Context: an optimization exercise on an open-source flow, tuned for small area and a short achievable clock period. The choices shown serve that exercise and are no tape-out recipe. The RTL was checked by simulation tests, not by an equivalence proof against the original design. Power figures rest on the tool's default switching activity, not on a simulated workload.

## flow/design.v (module list and top-level ports; edited modules follow where they fit)
// module wallace_multiplier_16bit: 1340 lines
// module mul_fa: 4 lines
// module mul_han: 4 lines
// module mul_xnor: 3 lines
// module mul_or: 3 lines
module wallace_multiplier_16bit(
    input  wire        clk,
    input  wire        rst,
    input  wire [15:0] multiplicand,
    input  wire [15:0] multiplier,
    output reg  [31:0] result
);
  // ...
==> flow/run.sh <==
#!/bin/bash
# synth_recipe.tcl (not shown) runs the flow's synth.tcl, then flattens the netlist and writes it again
# the make line also repeats each setting of config.mk as NAME=value (left out here)
make -C /OpenROAD-flow-scripts/flow DESIGN_CONFIG=/design/flow/config.mk WORK_HOME=/design/flow/orfs CLKGATE_MAP_FILE= SYNTH_SCRIPT=/design/flow/synth_recipe.tcl finish
==> flow/config.mk <==
export PLATFORM = sky130hd
export DESIGN_NAME = wallace_multiplier_16bit
export DESIGN_NICKNAME = wallace_multiplier_16bit
export VERILOG_FILES = /design/flow/design.v
export SDC_FILE = /design/flow/constraint.sdc
export NUM_CORES = 4
export LEC_CHECK = 0
export CAP_MARGIN = 20
export CORE_MARGIN = 2
export CORE_UTILIZATION = 40
export SETUP_SLACK_MARGIN = 1.0
export SLEW_MARGIN = 20
export SYNTH_HIERARCHICAL = 1
export SYNTH_MINIMUM_KEEP_SIZE = 0
==> flow/constraint.sdc <==
create_clock -name core_clock -period 3.0 [get_ports {clk}]
set_input_delay 0.6000 -clock core_clock [delete_from_list [all_inputs] [get_ports {clk}]]
set_output_delay 0.6000 -clock core_clock [all_outputs]
set_load 0.01 [all_outputs]
==> run_results.csv, run 1 <==
group,metric,value,unit
sta,max-slew-margin-rel,0.601,
cts,root_buffer,"clkbuf_16",
drt,dr_total_vias,7632,
floorplanning,die_area,36200,um2
worst_setup_path,cp_max_fo,4,
status,status,"timing/DRC/antenna clean",
place,gp_congestion,0.836,
worst_hold_path,min_to,"q3_q2_r209_0$_DFF_P_",
power,leakagePower,0.00673,uW
drt,routed_wirelength,26900,um
drt,postRouteAntennaNets,0,
worst_setup_path,cp.required,3390,ps
sta,finalSetupViolCount,0,
floorplanning,core_area,34400,um2
global_routing,met1_usage,0.221,
global_routing,met3_usage,0.0338,
worst_setup_path,r2r_slack,950,ps
synthesis,ys_ff_latch,331,
global_routing,grt_use_total,0.157,
synthesis,yosysMostFrequentCell,"dfxtp_1",
global_routing,overflow,0,
worst_hold_path,hold_path_depth,0,
floorplanning,initial_core_util,0.403,
sta,fin_setup_tns,0,ps
drt,routed-wl-met2,11800,um
place,dp_slack,746,ps
power,power,15900,uW
cts,clk_latency,510,ps
synthesis,muxShareOfSynthArea,0.00578,
power,pg_comb,4880,uW
==> run 2, diff against run 1 <==
--- a/flow/config.mk
+++ b/flow/config.mk
@@ -7,7 +7,7 @@
 export LEC_CHECK = 0
 export CAP_MARGIN = 20
 export CORE_MARGIN = 2
-export CORE_UTILIZATION = 40
+export CORE_UTILIZATION = 60
 export SETUP_SLACK_MARGIN = 1.0
 export SLEW_MARGIN = 20
 export SYNTH_HIERARCHICAL = 1
==> run_results.csv, run 2 <==
group,metric,value,unit
status,status,"timing/DRC/antenna clean",
layout,biggestRegsByFlops,"result (32), vld (4)",
floorplanning,core_area,22600,um2
global_routing,grt_use_total,0.222,
drt,drt_first_iter_violations,374,
drt,postRouteAntennaNets,0,
floorplanning,rows,55,
sta,layout_min_cycle_time,2000,ps
synthesis,synth_nets,1380,
place,place_inst,1427,
global_routing,antenna_found_initial,0,
layout,largest_register_ffs,32,
power,comb_power_share,0.315,
worst_setup_path,r2r-start,"q4_k640$_DFF_P_",
floorplanning,die_y,156,um
worst_setup_path,rr_endpoint,"result[31]$_DFF_PP0_",
layout,largest_register,"result",
worst_setup_path,critPathKind,"reg -> reg",
synthesis,synth_cells,1120,
synthesis,yosysTopAreaCellShare,0.426,
worst_setup_path,crit_path_cell_trace,"fa_2 > inv_2 > fa_2 > nand2b_4 > a21oi_4 > o211ai_2 > nand4_1 > a41o_1 > mux2i_1",
floorplanning,die_w,156,um
layout,layout-drive-gt1-share,0.0953,
floorplanning,ios,66,
drt,route.detailed.wl_per_inst,16.8,um
global_routing,grt_pass1_wl,41500,um
worst_setup_path,slowest_delay,390,ps
cts,clock-sinks,331,
power,ir_drop,0.637,mV
layout,layout_commonest_cell,"nand2_1",
cts,clk_latency,510,ps
worst_setup_path,arrival,2390,ps
worst_setup_path,cp.required,3390,ps
synthesis,synth_largest_area_cell,"dfxtp_1",
sta,finalSetupViolCount,0,
layout,layout_common_cells,"nand2_1, dfxtp_1, fa_1",
layout,nNetsFinal,1441,
drt,viasPerCell,5.16,
synthesis,synthTopCellsByArea,"dfxtp_1, fa_1, nand2_1, dfrtp_1, ha_1",
layout,final_cells,1492,
cts,h-tree-depth,2,
worst_setup_path,critPathCapture,"result[31]$_DFF_PP0_",
global_routing,overflow,0,
synthesis,syn_avg_cell_area,12.4,um2
cts,cts_buffers,35,
power,intPower,10800,uW
sta,timing.hold.ws,325,ps
synthesis,synth-async-reset-ratio,0.109,
synthesis,ys.flop_type,"dfxtp_1",
place,gp_congestion,0.850,
layout,n_antenna_cell,0,
place,io_buffer_count,65,
power,power.share.sequential,0.401,
drt,drtPass1Iterations,8,
cts,cts_buffer_depth,3,
worst_setup_path,end_kind,"register",
cts,root_buffer,"clkbuf_16",
sta,period_share,0.665,
floorplanning,die_area,24300,um2
worst_setup_path,cp_max_fo,4,
synthesis,synth_cell_types,42,
sta,worst_pin_slew,665,ps
drt,routed_wirelength,25100,um
layout,fill_cells,1556,
drt,drc,0,
worst_setup_path,start_kind,"register",
layout,multiInputGateArea,6810,um2
sta,hold_viol,0,
worst_setup_path,cpMostUsedCell,"fa_2",
synthesis,synth_edf_count,0,
power,clockPowerShare,0.284,
layout,syn_to_final_growth,15.9,%
synthesis,ys_seq_area_frac,0.491,
synthesis,ys_ff_latch,331,
sta,max-slew-margin-rel,0.556,
run,max_cap_viol_count,0,
drt,dr_total_vias,7703,
sta,finClkSkew,12.1,ps
cts,clkSlewWorstSetupHoldPaths,60,ps
power,switching_power,4790,uW
sta,rsz0062_at_grt,"yes",
global_routing,grt_pass1_vias,8020,
worst_setup_path,startpoint,"q4_k640$_DFF_P_",
power,switching_share,0.308,
sta,drv_slew,0,
power,leakagePower,0.00646,uW
power,power,15600,uW
global_routing,grt_max_degree,37,
synthesis,yosysWarnings,7,
worst_hold_path,hold_path.class,"reg -> reg",
place,post-dp-hpwl,18100,um
sta,fmax,0.501,GHz
floorplanning,initial_core_util,0.612,
worst_setup_path,r2r.worst_path.cells,9,
synthesis,synthTopCellsByCount,"dfxtp_1, nand2_1, fa_1",
power,power_density,969,nW/um2
synthesis,yosysMostFrequentCell,"dfxtp_1",
worst_setup_path,r2r_slack,1000,ps
sta,fin_setup_tns,0,ps
cts,cts_tree,"done",
layout,seq_area,6850,um2
worst_setup_path,slowest_stage,"fa_2",
synthesis,syn_area,13900,um2
run 2: how the worst min path moves through the flow:
stage,startpoint,end,cells after the start
floorplan,q1_multiplier_13$_DFF_P_,q2_q1_multiplier_13$_DFF_P_,0
global placement,q1_multiplier_14$_DFF_P_,q2_q1_multiplier_14$_DFF_P_,0
detailed placement,q3_r471_1$_DFF_P_,q4_q3_r471_1$_DFF_P_,0
CTS,q3_r471_1$_DFF_P_,q4_q3_r471_1$_DFF_P_,0
global route,q3_q2_r209_0$_DFF_P_,q4_q3_q2_r209_0$_DFF_P_,0
finish,q3_r471_1$_DFF_P_,q4_q3_r471_1$_DFF_P_,0
run 2: logic make-up after synthesis:
| family | Yosys count | share of synthesized area |
|---|---|---|
| AO/OA/AOI/OAI | 66 | 0.0318 |
| XOR/XNOR | 43 | 0.0272 |
| adder cells (fa/ha/maj) | 226 | 0.312 |
| buffers and inverters | 77 | 0.0214 |
| flip-flops | 331 | 0.491 |
| multiplexers | 8 | 0.00578 |
| other | 1 | 0.000270 |
| AND/OR/NAND/NOR | 368 | 0.111 |
run 2: metal layers:
layer	share of wire	wire length [um]	up-vias	GRT usage
met1	0.49	12400	3789	0.340
met4	0.021	525	0	0.0743
met3	0.066	1660	51	0.0439
met2	0.42	10600	277	0.320
met5	0	0	-	0
li1	-	-	3586	-
run 2: area by class of cell:
type,count,area share
Inverter,26,0.00607
Clock buffer,50,0.0638
Sequential cell,331,0.426
Multi-Input combinational cell,712,0.424
Clock inverter,13,0.0114
Timing Repair Buffer,75,0.0466
Tap cell,285,0.0222
run 2: critical path, delay by kind of cell, from the launching register on:
kind            cells  cell delay, ps
buf+inv             1              60
simple gates        2             300
mux                 1             110
flops               1             320
fa+ha+maj           2             570
compound gates      3             510
run 2: stage by stage:
step | setup WS [ps] | util | cell area, um2
final | 1000 | 0.710 | 16100
after global routing | 858 | 0.710 | 16100
after CTS | 993 | 0.708 | 16000
after detailed placement | 820 | 0.651 | 14700
after global placement | 852 | 0.651 | 14700
after floorplan | 1020 | - | 13900
run 2: what timing repair did:
item | in CTS | in global routing
endpoints found under the setup margin | 65 | 37
pin swaps | 6 | 3
hold endpoints to repair | 0 | 0
hold buffers | 0 | 0
resized for setup | 34 | 17
buffers inserted | 2 | 0
run 2: modules after synthesis (local to each module, per instance), excerpt:
module | times used | cell area, um2 | cells
mul_or | 33 | 6.26 | 1
mul_xnor | 33 | 8.76 | 1
mul_fa | 193 | 20.0 | 1
wallace_multiplier_16bit | 1 | 9510 | 861
run 2: power groups by stage:
stage                     clock (uW)  sequential (uW)  combinational [uW]
after global routing            4690             6370                5610
final                           4420             6240                4910
after floorplan                    0             6200                3430
after detailed placement           0             6340                4800
after global placement             0             6310                4700
after CTS                       4520             6260                4940
==> run 3, diff against run 2 <==
--- a/flow/config.mk
+++ b/flow/config.mk
@@ -8,6 +8,8 @@
 export CAP_MARGIN = 20
 export CORE_MARGIN = 2
 export CORE_UTILIZATION = 60
+export CTS_BUF_LIST = sky130_fd_sc_hd__clkbuf_8
+export CTS_CLUSTER_SIZE = 20
 export SETUP_SLACK_MARGIN = 1.0
 export SLEW_MARGIN = 20
 export SYNTH_HIERARCHICAL = 1
==> run_results.csv, run 3 <==
group,metric,value,unit
worst_setup_path,critPathCapture,"result[31]$_DFF_PP0_",
drt,drtPass1Iterations,5,
floorplanning,initial_core_util,0.612,
synthesis,yosysWarnings,7,
synthesis,synthTopCellsByCount,"dfxtp_1, nand2_1, fa_1",
drt,drt_first_iter_violations,350,
drt,dr_total_vias,7661,
drt,postRouteAntennaNets,0,
global_routing,overflow,0,
cts,clk_latency,580,ps
worst_setup_path,r2r.worst_path.cells,9,
floorplanning,die_area,24300,um2
power,switching_power,4730,uW
worst_setup_path,rr_endpoint,"result[31]$_DFF_PP0_",
sta,rsz0062_at_grt,"yes",
worst_setup_path,crit_path_cell_trace,"fa_2 > inv_2 > fa_2 > nand2b_4 > a21oi_4 > o211ai_2 > nand4_1 > a41o_1 > mux2i_1",
synthesis,yosysMostFrequentCell,"dfxtp_1",
sta,fin_setup_tns,0,ps
sta,layout_min_cycle_time,2010,ps
worst_setup_path,cp_max_fo,4,
worst_setup_path,slowest_stage,"fa_2",
floorplanning,core_area,22600,um2
global_routing,antenna_found_initial,0,
floorplanning,ios,66,
layout,biggestRegsByFlops,"result (32), vld (4)",
cts,cts_buffer_depth,3,
synthesis,syn_avg_cell_area,12.4,um2
power,switching_share,0.322,
worst_setup_path,startpoint,"q4_k640$_DFF_P_",
cts,ctsHoldBuffers,0,
power,ir_drop,0.431,mV
cts,root_buffer,"clkbuf_8",
layout,nNetsFinal,1458,
drt,drc,0,
layout,n_antenna_cell,0,
cts,h-tree-depth,2,
sta,finalSetupViolCount,0,
cts,cts_tree,"done",
layout,largest_register,"result",
power,clockPowerShare,0.249,
worst_setup_path,cpMostUsedCell,"fa_2",
power,comb_power_share,0.327,
synthesis,synth_edf_count,0,
worst_hold_path,worstHoldStart,"q2_r209_0$_DFF_P_",
sta,period_share,0.669,
synthesis,synth_nets,1380,
place,post-dp-hpwl,18100,um
sta,max-slew-margin-rel,0.559,
worst_setup_path,slowest_delay,390,ps
drt,viasPerCell,5.03,
floorplanning,rows,55,
global_routing,grt_max_degree,37,
sta,fmax,0.498,GHz
sta,timing.hold.ws,324,ps
power,power.share.sequential,0.425,
cts,clkSlewWorstSetupHoldPaths,60,ps
worst_hold_path,hold_path.class,"reg -> reg",
synthesis,ys_ff_latch,331,
layout,largest_register_ffs,32,
synthesis,ys.flop_type,"dfxtp_1",
sta,drv_slew,0,
sta,hold_viol,0,
synthesis,synth-async-reset-ratio,0.109,
status,status,"timing/DRC/antenna clean",
sta,finClkSkew,17.0,ps
layout,layout_commonest_cell,"nand2_1",
worst_setup_path,cp.required,3450,ps
cts,cts_buffers,52,
synthesis,yosysTopAreaCellShare,0.426,
drt,route.detailed.wl_per_inst,16.3,um
floorplanning,die_w,156,um
synthesis,synth_cell_types,42,
global_routing,grt_pass1_wl,41300,um
power,power,14700,uW
layout,syn_to_final_growth,14.2,%
global_routing,grt_use_total,0.221,
worst_setup_path,r2r-start,"q4_k640$_DFF_P_",
cts,clock-sinks,331,
worst_setup_path,critPathKind,"reg -> reg",
place,gp_congestion,0.850,
power,intPower,9940,uW
layout,layout_common_cells,"nand2_1, dfxtp_1, fa_1",
synthesis,syn_area,13900,um2
layout,layout-drive-gt1-share,0.110,
synthesis,synth_largest_area_cell,"dfxtp_1",
global_routing,grt_pass1_vias,8087,
sta,worst_pin_slew,661,ps
worst_setup_path,end_kind,"register",
synthesis,synth_cells,1120,
worst_setup_path,arrival,2460,ps
power,power_density,927,nW/um2
synthesis,synthTopCellsByArea,"dfxtp_1, fa_1, nand2_1, dfrtp_1, ha_1",
drt,routed_wirelength,24900,um
synthesis,ys_seq_area_frac,0.491,
power,leakagePower,0.00645,uW
worst_setup_path,start_kind,"register",
place,io_buffer_count,65,
floorplanning,die_y,156,um
worst_setup_path,r2r_slack,990,ps
run,max_cap_viol_count,0,
[run 3: final cells by class]
cell class,count,area [um2]
fillers,1663,6810
flip-flops and latches,331,6850
clock inverters,32,174
inverters,26,97.6
repair buffers,75,686
clock buffers,63,867
well taps,285,357
multi-input cells,712,6800
[run 3: worst min-delay path by stage]
stage               cells past startpoint                     endpoint  slack [ps]
detailed placement                      0         q4_q3_r471_1$_DFF_P_         310
finish                                  0         q3_q2_r209_0$_DFF_P_         320
global placement                        0  q2_q1_multiplier_14$_DFF_P_         310
global route                            0         q3_q2_r209_0$_DFF_P_         330
floorplan                               0  q2_q1_multiplier_13$_DFF_P_         310
CTS                                     0         q4_q3_r471_1$_DFF_P_         330
[run 3: power groups by stage]
stage | logic [uW] | clock network (uW) | registers (uW)
2_1_floorplan | 3430 | 0 | 6200
3_3_place_gp | 4700 | 0 | 6310
3_5_place_dp | 4800 | 0 | 6340
4_1_cts | 4830 | 3760 | 6250
5_1_grt | 5500 | 3970 | 6360
6_report | 4790 | 3650 | 6230
[run 3: worst max-delay path: cells and delay by family, from the launching register on]
family / cells / cell delay, ps
compound gates: 3 / 520
fa+ha+maj: 2 / 570
buf+inv: 1 / 60
flops: 1 / 320
mux: 1 / 110
simple gates: 2 / 300
[run 3: cells by family (layout without fill, tap and decap cells)]
| family | count (synthesis) | in the layout | synth area share |
|---|---|---|---|
| compound gates | 66 | 66 | 0.0318 |
| xor+xnor | 43 | 43 | 0.0272 |
| fa+ha+maj | 226 | 226 | 0.312 |
| buf+inv | 77 | 196 | 0.0214 |
| flops | 331 | 331 | 0.491 |
| mux | 8 | 8 | 0.00578 |
| other cells | 1 | 1 | 0.000270 |
| simple gates | 368 | 368 | 0.111 |
[run 3: per-stage QoR]
stage	area (um2)	util	std cells	setup slack [ps]
after global routing	15800	0.699	1524	854
after global placement	14700	0.651	1427	852
after detailed placement	14700	0.651	1427	820
final	15800	0.699	1524	992
after CTS	15800	0.699	1524	991
after floorplan	13900	-	1120	1020
[run 3: per-module statistics from Yosys, one instance, submodules excluded, a selection]
| module | copies in the design | flops+latches | cell area (um2) |
|---|---|---|---|
| wallace_multiplier_16bit | 1 | 331 | 9510 |
| mul_fa | 193 | 0 | 20.0 |
| mul_xnor | 33 | 0 | 8.76 |
| mul_or | 33 | 0 | 6.26 |
[run 3: repair_timing]
item,in CTS,in global routing
pin swaps,6,3
gates resized for setup,66,8
setup buffers,2,0
gates cloned,0,0
endpoints found under the hold margin,0,0
setup endpoints to repair,95,23
[run 3: routing by layer]
metal  up-vias  GRT usage  share of wire
met5         -          0              0
met4         0     0.0699          0.018
met3        46     0.0483          0.065
met2       259      0.317           0.42
met1      3728      0.338           0.50
li1       3628          -              -
==> run 4, diff against run 3 <==
--- a/flow/config.mk
+++ b/flow/config.mk
@@ -8,9 +8,10 @@
 export CAP_MARGIN = 20
 export CORE_MARGIN = 2
 export CORE_UTILIZATION = 60
-export CTS_BUF_LIST = sky130_fd_sc_hd__clkbuf_8
-export CTS_CLUSTER_SIZE = 20
-export SETUP_SLACK_MARGIN = 1.0
+export CTS_BUF_LIST = sky130_fd_sc_hd__clkbuf_4 sky130_fd_sc_hd__clkbuf_8
+export CTS_CLUSTER_DIAMETER = 50
+export CTS_CLUSTER_SIZE = 12
+export SETUP_SLACK_MARGIN = 0.5
 export SLEW_MARGIN = 20
 export SYNTH_HIERARCHICAL = 1
 export SYNTH_MINIMUM_KEEP_SIZE = 0
==> run_results.csv, run 4 <==
group,metric,value,unit
status,status,"timing/DRC/antenna clean",
synthesis,synthTopCellsByArea,"dfxtp_1, fa_1, nand2_1, dfrtp_1, ha_1",
synthesis,ys_ff_latch,331,
drt,dr_total_vias,7578,
worst_hold_path,worstHoldStart,"q3_r471_1$_DFF_P_",
power,leakagePower,0.00611,uW
worst_setup_path,r2r-start,"q4_q3_c638$_DFF_P_",
synthesis,yosysWarnings,7,
layout,final_cell_area,15500,um2
global_routing,antenna_found_initial,0,
floorplanning,die_w,156,um
synthesis,synth_edf_count,0,
layout,n_antenna_cell,0,
synthesis,ys_seq_area_frac,0.491,
sta,layout_min_cycle_time,2200,ps
synthesis,ys.flop_type,"dfxtp_1",
global_routing,met3_usage,0.0564,
global_routing,met1_usage,0.336,
power,power.share.sequential,0.441,
sta,finalSetupViolCount,0,
layout,largest_register,"result",
drt,drc,0,
worst_setup_path,rr_endpoint,"result[29]$_DFF_PP0_",
floorplanning,die_y,156,um
global_routing,grt_pass1_vias,7879,
cts,clock-sinks,331,
power,switching_share,0.319,
layout,layout-drive-gt1-share,0.0627,
synthesis,synth-async-reset-ratio,0.109,
power,clockPowerShare,0.220,
sta,finClkSkew,18.1,ps
place,placed_area,14700,um2
synthesis,synth_largest_area_cell,"dfxtp_1",
worst_setup_path,start_kind,"register",
floorplanning,ios,66,
sta,fmax,0.454,GHz
sta,worst_pin_slew,788,ps
cts,cts_buffers,36,
layout,layout_common_cells,"dfxtp_1, nand2_1, fa_1",
drt,routed_wirelength,24600,um
sta,max-slew-margin-rel,0.474,
synthesis,synth_cells,1120,
synthesis,synthTopCellsByCount,"dfxtp_1, nand2_1, fa_1",
global_routing,grt_pass1_wl,40800,um
place,io_buffer_count,65,
place,gp_congestion,0.850,
cts,cts_resized,0,
global_routing,grt_max_degree,37,
floorplanning,rows,55,
drt,drt_first_iter_violations,403,
global_routing,grt.met2_usage,0.310,
floorplanning,core_area,22600,um2
cts,clkSlewWorstSetupHoldPaths,70,ps
cts,clk_latency,550,ps
layout,nNetsFinal,1440,
cts,root_buffer,"clkbuf_8",
sta,hold_viol,0,
drt,drtPass1Iterations,5,
sta,period_share,0.735,
floorplanning,die_area,24300,um2
power,intPower,9610,uW
place,post-dp-hpwl,18100,um
power,comb_power_share,0.339,
cts,cts_tree,"done",
worst_setup_path,r2r.worst_path.cells,9,
worst_setup_path,crit_path_cell_trace,"fa_1 > inv_1 > fa_1 > nand2b_1 > a21oi_2 > o211ai_2 > nand4_1 > a21boi_0 > mux2i_1",
global_routing,busiest_layer,"met1",
run,max_cap_viol_count,0,
worst_hold_path,hold_path_depth,0,
global_routing,grt_use_total,0.219,
synthesis,yosysTopAreaCellShare,0.426,
synthesis,synth_cell_types,42,
worst_setup_path,end_kind,"register",
worst_setup_path,critPathKind,"reg -> reg",
sta,fin_setup_tns,0,ps
global_routing,overflow,0,
worst_hold_path,hold_path.class,"reg -> reg",
synthesis,syn_avg_cell_area,12.4,um2
layout,biggestRegsByFlops,"result (32), vld (4)",
cts,ctsHoldBuffers,0,
worst_setup_path,cpMostUsedCell,"fa_1",
power,switching_power,4500,uW
worst_setup_path,arrival,2660,ps
layout,syn_to_final_growth,11.7,%
power,power_density,911,nW/um2
synthesis,syn_area,13900,um2
layout,largest_register_ffs,32,
synthesis,yosysMostFrequentCell,"dfxtp_1",
cts,h-tree-depth,2,
worst_setup_path,cp_max_fo,4,
worst_setup_path,r2r_slack,800,ps
power,ir_drop,0.418,mV
worst_hold_path,min_to,"q4_q3_r471_1$_DFF_P_",
drt,route.detailed.wl_per_inst,16.6,um
layout,layout_commonest_cell,"dfxtp_1",
sta,drv_slew,0,
cts,postCtsSetupBuffers,0,
worst_setup_path,slowest_delay,430,ps
synthesis,synth_nets,1380,
worst_setup_path,cp.required,3460,ps
cts,cts_buffer_depth,3,
worst_setup_path,slowest_stage,"fa_1",
sta,rsz0062_at_grt,"no",
drt,postRouteAntennaNets,0,
floorplanning,initial_core_util,0.612,
drt,viasPerCell,5.11,
run 4: worst max path at each step:
| stage | slack (ps) | end | start |
|---|---|---|---|
| global placement | 850 | q2_c406$_DFF_P_ | q1_multiplicand_15$_DFF_P_ |
| CTS | 800 | result[29]$_DFF_PP0_ | q4_q3_c638$_DFF_P_ |
| finish | 800 | result[29]$_DFF_PP0_ | q4_q3_c638$_DFF_P_ |
| detailed placement | 820 | result[29]$_DFF_PP0_ | q4_q3_c638$_DFF_P_ |
| floorplan | 1020 | q2_s281$_DFF_P_ | q1_multiplier_3$_DFF_P_ |
| global route | 600 | result[29]$_DFF_PP0_ | q4_q3_c638$_DFF_P_ |
run 4: critical path: cells and delay by family (launching register included):
| kind | cells | cell delay [ps] |
|---|---|---|
| flops | 1 | 320 |
| mux | 1 | 220 |
| simple gates | 2 | 320 |
| fa+ha+maj | 2 | 600 |
| buf+inv | 1 | 80 |
| compound gates | 3 | 580 |
run 4: Yosys stat by module, one instance, submodules excluded, excerpt:
module,area [um2],flip-flops and latches
wallace_multiplier_16bit,9510,331
mul_fa,20.0,0
mul_xnor,8.76,0
mul_or,6.26,0
run 4: per-stage QoR:
stage	hold WS, ps	total power, uW	util	std cells	worst slack (ps)
floorplan	310	9640	-	1120	1020
global route	337	15200	0.684	1482	599
global placement	312	11000	0.651	1427	852
detailed placement	312	11100	0.651	1427	820
CTS	330	14300	0.684	1482	801
finish	329	14100	0.684	1482	796
run 4: power by group through the flow:
stage / clock network, uW / logic (uW) / registers (uW)
after global routing: 3390 / 5470 / 6350
after detailed placement: 0 / 4800 / 6340
after floorplan: 0 / 3430 / 6200
after global placement: 0 / 4700 / 6310
final: 3100 / 4780 / 6220
after CTS: 3210 / 4810 / 6240
run 4: layout make-up:
type,count,area (um2)
Clock buffer,48,636
Clock inverter,7,121
Fill cell,1667,7150
Sequential cell,331,6810
Timing Repair Buffer,73,711
Multi-Input combinational cell,712,6760
Inverter,26,97.6
Tap cell,285,357
run 4: kinds of logic (layout without fill, tap and decap cells):
logic type,count (synthesis),in the layout,share of synthesized area
XOR/XNOR,43,43,0.0272
AND/OR/NAND/NOR,368,368,0.111
multiplexers,8,8,0.00578
AO/OA/AOI/OAI,66,66,0.0318
adder cells (fa/ha/maj),226,226,0.312
buffers and inverters,77,154,0.0214
flip-flops,331,331,0.491
other,1,1,0.000270
run 4: metal layers:
| layer | wire [um] | vias up |
|---|---|---|
| li1 | - | 3567 |
| met2 | 10100 | 265 |
| met1 | 12100 | 3697 |
| met4 | 484 | 0 |
| met3 | 1860 | 49 |
| met5 | 0 | - |
==> run 5, diff against run 4 <==
--- a/flow/config.mk
+++ b/flow/config.mk
@@ -11,7 +11,7 @@
 export CTS_BUF_LIST = sky130_fd_sc_hd__clkbuf_4 sky130_fd_sc_hd__clkbuf_8
 export CTS_CLUSTER_DIAMETER = 50
 export CTS_CLUSTER_SIZE = 12
-export SETUP_SLACK_MARGIN = 0.5
+export SETUP_SLACK_MARGIN = 1.3
 export SLEW_MARGIN = 20
 export SYNTH_HIERARCHICAL = 1
 export SYNTH_MINIMUM_KEEP_SIZE = 0
==> run_results.csv, run 5 <==
group,metric,value,unit
sta,layout_min_cycle_time,2040,ps
layout,layout_commonest_cell,"dfxtp_1",
floorplanning,initial_core_util,0.612,
worst_setup_path,start_kind,"register",
global_routing,overflow,0,
drt,drtPass1Iterations,4,
layout,largest_register,"result",
synthesis,synth_nets,1380,
layout,final_core_util,0.759,
cts,cts_tree,"done",
drt,drc,0,
run,max_cap_viol_count,0,
worst_setup_path,critPathKind,"reg -> reg",
layout,biggestRegsByFlops,"result (32), vld (4)",
global_routing,antenna_found_initial,0,
sta,rsz0062_at_grt,"yes",
sta,finalSetupViolCount,0,
drt,postRouteAntennaNets,0,
sta,drv_slew,0,
power,leakagePower,0.00698,uW
global_routing,busiest_layer,"met2",
synthesis,synth_largest_area_cell,"dfxtp_1",
sta,hold_viol,0,
synthesis,yosysWarnings,7,
floorplanning,ios,66,
sta,fmax,0.491,GHz
global_routing,met3_usage,0.0603,
drt,drt_first_iter_violations,540,
drt,viasPerCell,5.15,
worst_hold_path,hold_path.class,"reg -> reg",
layout,n_antenna_cell,0,
place,gp_congestion,0.828,
cts,clock-sinks,331,
synthesis,synth-async-reset-ratio,0.109,
global_routing,grt.met2_usage,0.352,
global_routing,met1_usage,0.339,
floorplanning,die_y,156,um
cts,h-tree-depth,2,
synthesis,synth_cells,1120,
sta,max-slew-margin-rel,0.527,
layout,layout_common_cells,"dfxtp_1, nand2_1, fa_1",
power,power,14600,uW
synthesis,syn_avg_cell_area,12.4,um2
synthesis,yosysMostFrequentCell,"dfxtp_1",
sta,worst_pin_slew,709,ps
global_routing,grt_pass1_wl,43800,um
floorplanning,die_area,24300,um2
cts,root_buffer,"clkbuf_8",
floorplanning,rows,55,
place,io_buffer_count,65,
place,post-dp-hpwl,17900,um
global_routing,grt_max_degree,37,
drt,route.detailed.wl_per_inst,18.5,um
worst_setup_path,cp_max_fo,3,
cts,cts_buffer_depth,3,
layout,largest_register_ffs,32,
status,status,"timing/DRC/antenna clean",
layout,fill_cells,1398,
drt,dr_total_vias,8216,
power,power_density,848,nW/um2
power,ir_drop,0.463,mV
global_routing,grt_pass1_vias,8418,
sta,finClkSkew,29.5,ps
synthesis,synthTopCellsByArea,"dfxtp_1, fa_1, nand2_1, dfrtp_1, ha_1",
synthesis,synthTopCellsByCount,"dfxtp_1, nand2_1, fa_1",
worst_setup_path,cp.required,3460,ps
synthesis,yosysTopAreaCellShare,0.426,
layout,nNetsFinal,1551,
sta,period_share,0.679,
synthesis,ys_seq_area_frac,0.491,
synthesis,ys.flop_type,"dfxtp_1",
synthesis,ys_ff_latch,331,
worst_setup_path,arrival,2490,ps
drt,routed_wirelength,29400,um
cts,clkSlewWorstSetupHoldPaths,80,ps
synthesis,synth_cell_types,42,
layout,layout-drive-gt1-share,0.286,
global_routing,grt_use_total,0.235,
synthesis,syn_area,13900,um2
cts,cts_buffers,36,
synthesis,synth_edf_count,0,
cts,clk_latency,550,ps
floorplanning,die_w,156,um
sta,fin_setup_tns,0,ps
floorplanning,core_area,22600,um2
layout,syn_to_final_growth,24.0,%
worst_setup_path,end_kind,"register",
==> run 5: cell counts after synthesis <==
No cell type changed its count.
==> run 5: cell type report <==
class,count,area (um2),share of cell area
clock buffers,46,596,0.0347
clock inverters,10,113,0.00655
inverters,26,97.6,0.00568
multi-input cells,712,7230,0.421
flip-flops and latches,331,6940,0.404
well taps,285,357,0.0207
repair buffers,184,1860,0.108
==> run 5: cell families after synthesis <==
kind of cell / after synthesis / synth area share
adders and majority gates: 226 / 0.312
and+or+nand+nor: 368 / 0.111
buffers and inverters: 77 / 0.0214
DFF: 331 / 0.491
AOI/OAI and AO/OA: 66 / 0.0318
muxes: 8 / 0.00578
xor gates and xnor gates: 43 / 0.0272
other: 1 / 0.000270
==> run 5: final timing paths <==
check | depth (start not counted) | slack (ps) | startpoint | endpoint
max reg2reg | 9 | 960 | q4_q3_c638$_DFF_P_ | result[29]$_DFF_PP0_
min reg2reg | 0 | 330 | q3_r471_2$_DFF_P_ | q4_q3_r471_2$_DFF_P_
min | 0 | 330 | q3_r471_2$_DFF_P_ | q4_q3_r471_2$_DFF_P_
max | 9 | 960 | q4_q3_c638$_DFF_P_ | result[29]$_DFF_PP0_
min in group asynchronous | 3 | 460 | rst | result[4]$_DFF_PP0_
max in group asynchronous | 3 | 2230 | rst | result[31]$_DFF_PP0_
==> run 5: worst max-delay path: stages (launching register included) <==
cell and delay (ps):
dfxtp_2 330, fa_2 410, inv_2 70, fa_2 190, nand2b_4 140, a21oi_4 60
o211ai_2 200, nand4_1 160, a21boi_1 210, mux2i_1 190
==> run 5: what timing repair did <==
item,CTS,global route
buffers inserted,51,54
cloned,2,1
hold buffers,0,0
resized for setup,250,103
setup endpoints to repair,173,82
pin swaps,36,52
==> run 5: where the power goes <==
| group | leakage, uW | internal, uW | switching, uW |
|---|---|---|---|
| Sequential | 0.00294 | 5630 | 571 |
| Combinational | 0.00367 | 2640 | 2780 |
| Clock | 0.000368 | 1470 | 1490 |
| Total | 0.00698 | 9740 | 4840 |
==> run 5: per-stage QoR <==
stage	instance area (um2)	cells	hold slack (ps)	setup WS [ps]
2_1_floorplan	14400	1120	310	1190
3_3_place_gp	14900	1430	311	842
4_1_cts	16300	1539	327	970
3_5_place_dp	14900	1430	312	822
6_report	17200	1594	326	964
5_1_grt	17200	1594	331	840
==> run 5: modules after synthesis (local to each module, per instance), excerpt <==
| module | flops+latches | times used | area [um2] |
|---|---|---|---|
| mul_xnor | 0 | 33 | 8.76 |
| mul_or | 0 | 33 | 6.26 |
| mul_fa | 0 | 193 | 20.0 |
| wallace_multiplier_16bit | 331 | 1 | 9510 |
==> run 5: routing by layer <==
metal / wire (um) / up-vias
li1: - / 3800
met1: 12900 / 3961
met2: 13000 / 360
met3: 2370 / 95
met4: 1160 / 0
met5: 0 / -
==> run 6, diff against run 5 <==
--- a/flow/config.mk
+++ b/flow/config.mk
@@ -11,7 +11,7 @@
 export CTS_BUF_LIST = sky130_fd_sc_hd__clkbuf_4 sky130_fd_sc_hd__clkbuf_8
 export CTS_CLUSTER_DIAMETER = 50
 export CTS_CLUSTER_SIZE = 12
-export SETUP_SLACK_MARGIN = 1.3
+export SETUP_SLACK_MARGIN = 1.0
 export SLEW_MARGIN = 20
 export SYNTH_HIERARCHICAL = 1
 export SYNTH_MINIMUM_KEEP_SIZE = 0
==> run_results.csv, run 6 <==
group,metric,value,unit
status,status,"timing/DRC/antenna clean",
layout,biggestRegsByFlops,"result (32), vld (4)",
worst_setup_path,start_kind,"register",
sta,worst_pin_slew,666,ps
power,ir_drop,0.419,mV
synthesis,yosysMostFrequentCell,"dfxtp_1",
worst_setup_path,crit_path_cell_trace,"fa_2 > inv_2 > fa_2 > nand2b_4 > a21oi_4 > o211ai_2 > nand4_1 > a41o_1 > mux2i_1",
drt,met3WireLength,1690,um
cts,root_buffer,"clkbuf_8",
synthesis,synth-async-reset-ratio,0.109,
cts,cts_buffer_depth,3,
synthesis,synthTopCellsByArea,"dfxtp_1, fa_1, nand2_1, dfrtp_1, ha_1",
floorplanning,rows,55,
floorplanning,ios,66,
synthesis,yosysWarnings,7,
place,placed_area,14700,um2
sta,hold_viol,0,
sta,finalSetupViolCount,0,
global_routing,overflow,0,
synthesis,synth_edf_count,0,
worst_setup_path,slowest_delay,390,ps
synthesis,syn_avg_cell_area,12.4,um2
drt,drtPass1Iterations,4,
layout,nNetsFinal,1442,
drt,viasPerCell,5.10,
cts,ctsHoldBuffers,0,
synthesis,synthTopCellsByCount,"dfxtp_1, nand2_1, fa_1",
worst_setup_path,cpMostUsedCell,"fa_2",
sta,fmax,0.499,GHz
floorplanning,initial_core_util,0.612,
sta,layout_min_cycle_time,2000,ps
synthesis,synth_nets,1380,
drt,postRouteAntennaNets,0,
global_routing,grt_pass1_vias,7897,
cts,cts_buffers,36,
run,max_cap_viol_count,0,
cts,clkSlewWorstSetupHoldPaths,80,ps
synthesis,yosysTopAreaCellShare,0.426,
synthesis,synth_cell_types,42,
floorplanning,core_area,22600,um2
floorplanning,die_y,156,um
layout,largest_register,"result",
drt,routed-wl-met2,10200,um
synthesis,synth_cells,1120,
synthesis,ys.flop_type,"dfxtp_1",
place,io_buffer_count,65,
sta,rsz0062_at_grt,"yes",
drt,routed_wirelength,24600,um
layout,n_antenna_cell,0,
sta,finClkSkew,17.1,ps
synthesis,syn_area,13900,um2
synthesis,ys_ff_latch,331,
sta,period_share,0.668,
layout,layout_commonest_cell,"nand2_1",
worst_setup_path,critPathKind,"reg -> reg",
worst_setup_path,arrival,2430,ps
worst_setup_path,end_kind,"register",
synthesis,ys_seq_area_frac,0.491,
drt,top_layer,"met4",
worst_setup_path,slowest_stage,"fa_2",
global_routing,grt_max_degree,37,
layout,fill_cells,1668,
drt,dr_total_vias,7567,
layout,layout-drive-gt1-share,0.0967,
drt,met1_length,12300,um
cts,h-tree-depth,2,
worst_setup_path,cp.required,3430,ps
sta,max-slew-margin-rel,0.556,
power,leakagePower,0.00623,uW
cts,cts_tree,"done",
synthesis,synth_largest_area_cell,"dfxtp_1",
drt,route.detailed.wl_per_inst,16.6,um
floorplanning,die_w,156,um
sta,fin_setup_tns,0,ps
drt,drt_first_iter_violations,360,
layout,final_cell_area,15600,um2
worst_setup_path,cp_max_fo,4,
worst_hold_path,hold_path.class,"reg -> reg",
place,post-dp-hpwl,18100,um
global_routing,grt_pass1_wl,40800,um
layout,largest_register_ffs,32,
place,gp_congestion,0.850,
layout,syn_to_final_growth,12.2,%
sta,drv_slew,0,
cts,clock-sinks,331,
sta,fin_ws,997,ps
global_routing,antenna_found_initial,0,
global_routing,grt_use_total,0.219,
layout,layout_common_cells,"nand2_1, dfxtp_1, fa_1",
cts,clk_latency,550,ps
drt,drc,0,
floorplanning,die_area,24300,um2
place,dp_slack,820,ps
power,power_density,909,nW/um2
## run 6: cell counts after synthesis
No cell type changed its count.
## run 6: final cells by class
class	instances	area, um2	share of cell area
clock buffer	48	636	0.0409
clock inverter	7	121	0.00780
inverter	26	97.6	0.00627
multi-input combinational	712	6810	0.438
sequential	331	6850	0.440
tap	285	357	0.0229
timing repair buffer	75	686	0.0441
## run 6: stage by stage
stage                     hold WS (ps)  utilization  total power [uW]  instances
after global placement             312        0.651             11000       1427
after floorplan                    310            -              9640       1120
after CTS                          330        0.686             14300       1484
after global routing               337        0.687             15200       1484
after detailed placement           312        0.651             11100       1427
final                              326        0.687             14100       1484
## run 6: cell families (layout without fill, tap and decap cells)
family	after synthesis	in the layout	synth area share
AO/OA/AOI/OAI	66	66	0.0318
XOR/XNOR	43	43	0.0272
adder cells (fa/ha/maj)	226	226	0.312
buffers and inverters	77	156	0.0214
flip-flops	331	331	0.491
multiplexers	8	8	0.00578
other	1	1	0.000270
AND/OR/NAND/NOR	368	368	0.111
## run 6: path summary, 6_finish.rpt
kind / from / endpoint / slack [ps] / cells after the start
hold / removal: q1_multiplier_13$_DFF_P_ / q2_q1_multiplier_13$_DFF_P_ / 330 / 0
hold reg to reg: q1_multiplier_13$_DFF_P_ / q2_q1_multiplier_13$_DFF_P_ / 330 / 0
min in group asynchronous: rst / result[10]$_DFF_PP0_ / 470 / 3
setup reg to reg: q4_k640$_DFF_P_ / result[31]$_DFF_PP0_ / 1000 / 9
max in group asynchronous: rst / result[21]$_DFF_PP0_ / 2220 / 3
setup / recovery: q4_k640$_DFF_P_ / result[31]$_DFF_PP0_ / 1000 / 9
## run 6: timing repair
action                     in CTS  in global routing
setup endpoints to repair      95                 25
gates resized for setup        66                 10
gates cloned                    0                  0
pin swaps                       6                  3
buffers inserted                2                  0
## run 6: layer usage
metal / GRT usage / up-vias
met5: 0 / -
met4: 0.0625 / 0
met3: 0.0575 / 51
met2: 0.311 / 242
met1: 0.335 / 3702
li1: - / 3572
## run 6: critical path, delay by kind of cell (launching register included)
| family | cells | cell delay (ps) |
|---|---|---|
| AO/OA/AOI/OAI | 3 | 520 |
| adder cells (fa/ha/maj) | 2 | 570 |
| buffers and inverters | 1 | 60 |
| flip-flops | 1 | 330 |
| multiplexers | 1 | 110 |
| AND/OR/NAND/NOR | 2 | 300 |
## run 6: modules after synthesis, one instance, submodules excluded, excerpt
module,cells inside,copies in the design,flip-flops and latches
wallace_multiplier_16bit,861,1,331
mul_or,1,33,0
mul_fa,1,193,0
mul_xnor,1,33,0
## run 6: power by group
part | leakage [uW] | internal, uW | switching, uW
combinational | 0.00290 | 2310 | 2500
sequential | 0.00293 | 5630 | 591
clock | 0.000394 | 1640 | 1470
==> run 7, diff against run 6 <==
==> flow/flow/run.sh (new file) <==
#!/bin/bash
# Standard ORFS layout (the standard.sh) with plain buf_1 cells as the
# port buffers instead of the delay cells buffer_ports picks by default.
set -euo pipefail
export BUFFER_PORTS_ARGS="-buffer_cell sky130_fd_sc_hd__buf_1"
bash standard.sh > standard_flow.log 2>&1
==> flow/standard.sh (new file) <==
#!/bin/bash
# synth_recipe.tcl (not shown) runs the flow's synth.tcl, then flattens the netlist and writes it again
# the make line also repeats each setting of config.mk as NAME=value (left out here)
make -C /OpenROAD-flow-scripts/flow DESIGN_CONFIG=/design/flow/config.mk WORK_HOME=/design/flow/orfs CLKGATE_MAP_FILE= SYNTH_SCRIPT=/design/flow/synth_recipe.tcl "${@:-finish}"
removed: flow/run.sh
==> run_results.csv, run 7 <==
group,metric,value,unit
layout,layout_common_cells,"nand2_1, dfxtp_1, fa_1",
drt,dr_total_vias,7559,
place,place_inst,1426,
sta,finClkSkew,19.5,ps
sta,layout_min_cycle_time,2060,ps
worst_setup_path,cp_max_fo,4,
power,ir_drop,0.397,mV
synthesis,ys.flop_type,"dfxtp_1",
cts,ctsHoldBuffers,0,
layout,seq_area,6850,um2
power,leakagePower,0.00592,uW
worst_hold_path,hold_path.class,"in -> async",
drt,routed_wirelength,25300,um
power,power.share.sequential,0.449,
synthesis,syn_avg_cell_area,12.4,um2
layout,nNetsFinal,1440,
synthesis,synthTopCellsByArea,"dfxtp_1, fa_1, nand2_1, dfrtp_1, ha_1",
cts,cts_tree,"done",
synthesis,synth_nets,1380,
floorplanning,ios,66,
cts,cts_buffer_depth,3,
sta,fmax,0.486,GHz
layout,final_cell_area,15100,um2
sta,max-slew-margin-rel,0.561,
sta,finalSetupViolCount,0,
worst_setup_path,critPathKind,"reg -> reg",
cts,h-tree-depth,2,
worst_setup_path,start_kind,"register",
floorplanning,rows,55,
status,status,"timing/DRC/antenna clean",
sta,drv_slew,0,
run,max_cap_viol_count,0,
layout,fill_cells,1719,
power,power_density,917,nW/um2
synthesis,synthTopCellsByCount,"dfxtp_1, nand2_1, fa_1",
sta,period_share,0.686,
place,post-dp-hpwl,18300,um
global_routing,grt_pass1_vias,8077,
drt,viasPerCell,5.10,
synthesis,yosysWarnings,7,
drt,drtPass1Iterations,5,
cts,root_buffer,"clkbuf_8",
global_routing,grt_max_degree,37,
layout,largest_register_ffs,32,
drt,route.detailed.wl_per_inst,17.0,um
cts,cts_buffers,36,
power,switching_share,0.329,
sta,worst_pin_slew,659,ps
synthesis,yosysMostFrequentCell,"dfxtp_1",
worst_setup_path,end_kind,"register",
layout,n_antenna_cell,0,
sta,rsz0062_at_grt,"yes",
worst_setup_path,arrival,2480,ps
place,placed_area,14300,um2
global_routing,grt_use_total,0.224,
cts,clk_latency,540,ps
global_routing,antenna_found_initial,0,
power,comb_power_share,0.339,
synthesis,yosysTopAreaCellShare,0.426,
worst_setup_path,cpMostUsedCell,"fa_2",
layout,biggestRegsByFlops,"result (32), vld (4)",
worst_setup_path,crit_path_cell_trace,"fa_2 > inv_2 > fa_2 > nand2b_4 > a21oi_4 > o211ai_2 > nand4_1 > a41o_1 > mux2i_1",
sta,hold_viol,0,
synthesis,ys_ff_latch,331,
drt,postRouteAntennaNets,0,
power,switching_power,4570,uW
power,clockPowerShare,0.212,
power,intPower,9300,uW
synthesis,synth_cell_types,42,
layout,layout-drive-gt1-share,0.0960,
synthesis,synth_edf_count,0,
layout,layout_commonest_cell,"nand2_1",
worst_setup_path,r2r_slack,940,ps
synthesis,ys_seq_area_frac,0.491,
layout,largest_register,"result",
layout,syn_to_final_growth,9.11,%
drt,drt_first_iter_violations,363,
floorplanning,die_y,156,um
sta,fin_setup_tns,0,ps
synthesis,synth-async-reset-ratio,0.109,
worst_setup_path,cp.required,3430,ps
synthesis,syn_area,13900,um2
layout,final_cells,1483,
worst_setup_path,slowest_delay,390,ps
floorplanning,die_w,156,um
global_routing,overflow,0,
place,io_buffer_count,65,
layout,multiInputGateArea,6810,um2
worst_setup_path,slowest_stage,"fa_2",
global_routing,grt_pass1_wl,42000,um
cts,clkSlewWorstSetupHoldPaths,80,ps
place,gp_congestion,0.832,
floorplanning,initial_core_util,0.612,
cts,clock-sinks,331,
drt,drc,0,
floorplanning,core_area,22600,um2
floorplanning,die_area,24300,um2
synthesis,synth_cells,1120,
synthesis,synth_largest_area_cell,"dfxtp_1",
[run 7: per-stage QoR]
step	setup WS [ps]	power (uW)	utilization	hold slack (ps)
final	943	13900	0.668	121
after global routing	787	15000	0.668	128
after CTS	923	14000	0.667	97.5
after detailed placement	733	11000	0.632	312
after global placement	854	10800	0.632	310
after floorplan	1020	9640	-	310
[run 7: worst max-delay path, delay by kind of cell, from the launching register on]
| kind | cells | cell delay, ps |
|---|---|---|
| adders and majority gates | 2 | 580 |
| AOI/OAI and AO/OA | 3 | 540 |
| and+or+nand+nor | 2 | 340 |
| DFF | 1 | 330 |
| muxes | 1 | 120 |
| buffers and inverters | 1 | 60 |
[run 7: cell families (layout without fill, tap and decap cells)]
kind of cell / after synthesis / after routing / share of synthesized area
flops: 331 / 331 / 0.491
fa+ha+maj: 226 / 226 / 0.312
compound gates: 66 / 66 / 0.0318
other cells: 1 / 1 / 0.000270
xor+xnor: 43 / 43 / 0.0272
buf+inv: 77 / 155 / 0.0214
mux: 8 / 8 / 0.00578
simple gates: 368 / 368 / 0.111
[run 7: layer usage]
layer | up-vias | global-route usage | part of all wire
li1 | 3564 | - | -
met1 | 3689 | 0.338 | 0.49
met2 | 260 | 0.324 | 0.42
met3 | 46 | 0.0461 | 0.065
met4 | 0 | 0.0813 | 0.025
met5 | - | 0 | 0
[run 7: power groups by stage]
stage / Clock [uW] / Sequential [uW] / Combinational, uW
3_3_place_gp: 0 / 6320 / 4510
6_report: 2940 / 6230 / 4700
2_1_floorplan: 0 / 6200 / 3430
5_1_grt: 3210 / 6360 / 5410
4_1_cts: 3050 / 6250 / 4730
3_5_place_dp: 0 / 6340 / 4620
[run 7: worst paths after layout]
path | from | endpoint | depth (start not counted)
setup / recovery | q4_k640$_DFF_P_ | result[31]$_DFF_PP0_ | 9
hold / removal | rst | result[6]$_DFF_PP0_ | 3
setup reg to reg | q4_k640$_DFF_P_ | result[31]$_DFF_PP0_ | 9
hold reg to reg | q3_r471_2$_DFF_P_ | q4_q3_r471_2$_DFF_P_ | 0
max in group asynchronous | rst | result[24]$_DFF_PP0_ | 3
min in group core_clock | multiplicand[4] | q1_multiplicand_4$_DFF_P_ | 1
[run 7: final cells by class]
cell class	instances	area share
Multi-Input combinational cell	712	0.450
Clock buffer	49	0.0421
Tap cell	285	0.0236
Timing Repair Buffer	73	0.0201
Clock inverter	7	0.00505
Sequential cell	331	0.453
Inverter	26	0.00645
[run 7: Yosys stat by module (local to each module, per instance), excerpt]
module                    flip-flops and latches  cells  area (um2)  times used
wallace_multiplier_16bit                     331    861        9510           1
mul_fa                                         0      1        20.0         193
mul_xnor                                       0      1        8.76          33
mul_or                                         0      1        6.26          33
[run 7: what timing repair did]
| action | in CTS | in global routing |
|---|---|---|
| gates cloned | 0 | 0 |
| pin swaps | 6 | 4 |
| setup buffers | 1 | 0 |
| resized for setup | 35 | 8 |
| setup endpoints to repair | 72 | 24 |

-- afterwards: timing with drivers on the ports --
The results above use ideal ports. As a check the final layouts listed here were re-extracted and re-timed, cells and wires unchanged.
Step 1 assumes that a clkbuf_16 drives the clock port and a buf_2 every other input.
Step 2 adds t to the input delays and takes it off the output delays; t is the mean of the earliest and latest rising clock arrival at the registers after step 1. Input paths then give back, and output paths get back, about the clock's delay inside the block.
Three values: ideal ports, drivers, drivers and shift; two values: the first two.
run | t (ns) | setup slack, ns | hold WS [ns]
run 1 | 0.555 | 0.953 / 0.953 / 0.953 | 0.326 / 0.326 / 0.326
run 2 | 0.551 | 1.004 / 0.998 / 1.004 | 0.325 / 0.325 / 0.325
run 3 | 0.605 | 0.992 / 0.992 / 0.992 | 0.324 / 0.324 / 0.324
run 4 | 0.580 | 0.796 / 0.796 / 0.796 | 0.329 / 0.329 / 0.329
run 5 | 0.583 | 0.964 / 0.964 / 0.964 | 0.326 / 0.326 / 0.326
run 6 | 0.579 | 0.997 / 0.997 / 0.997 | 0.326 / 0.326 / 0.326
run 7 | 0.575 | 0.943 / 0.943 / 0.943 | 0.121 / 0.096 / 0.323
After both steps setup and hold are still met in every run listed.
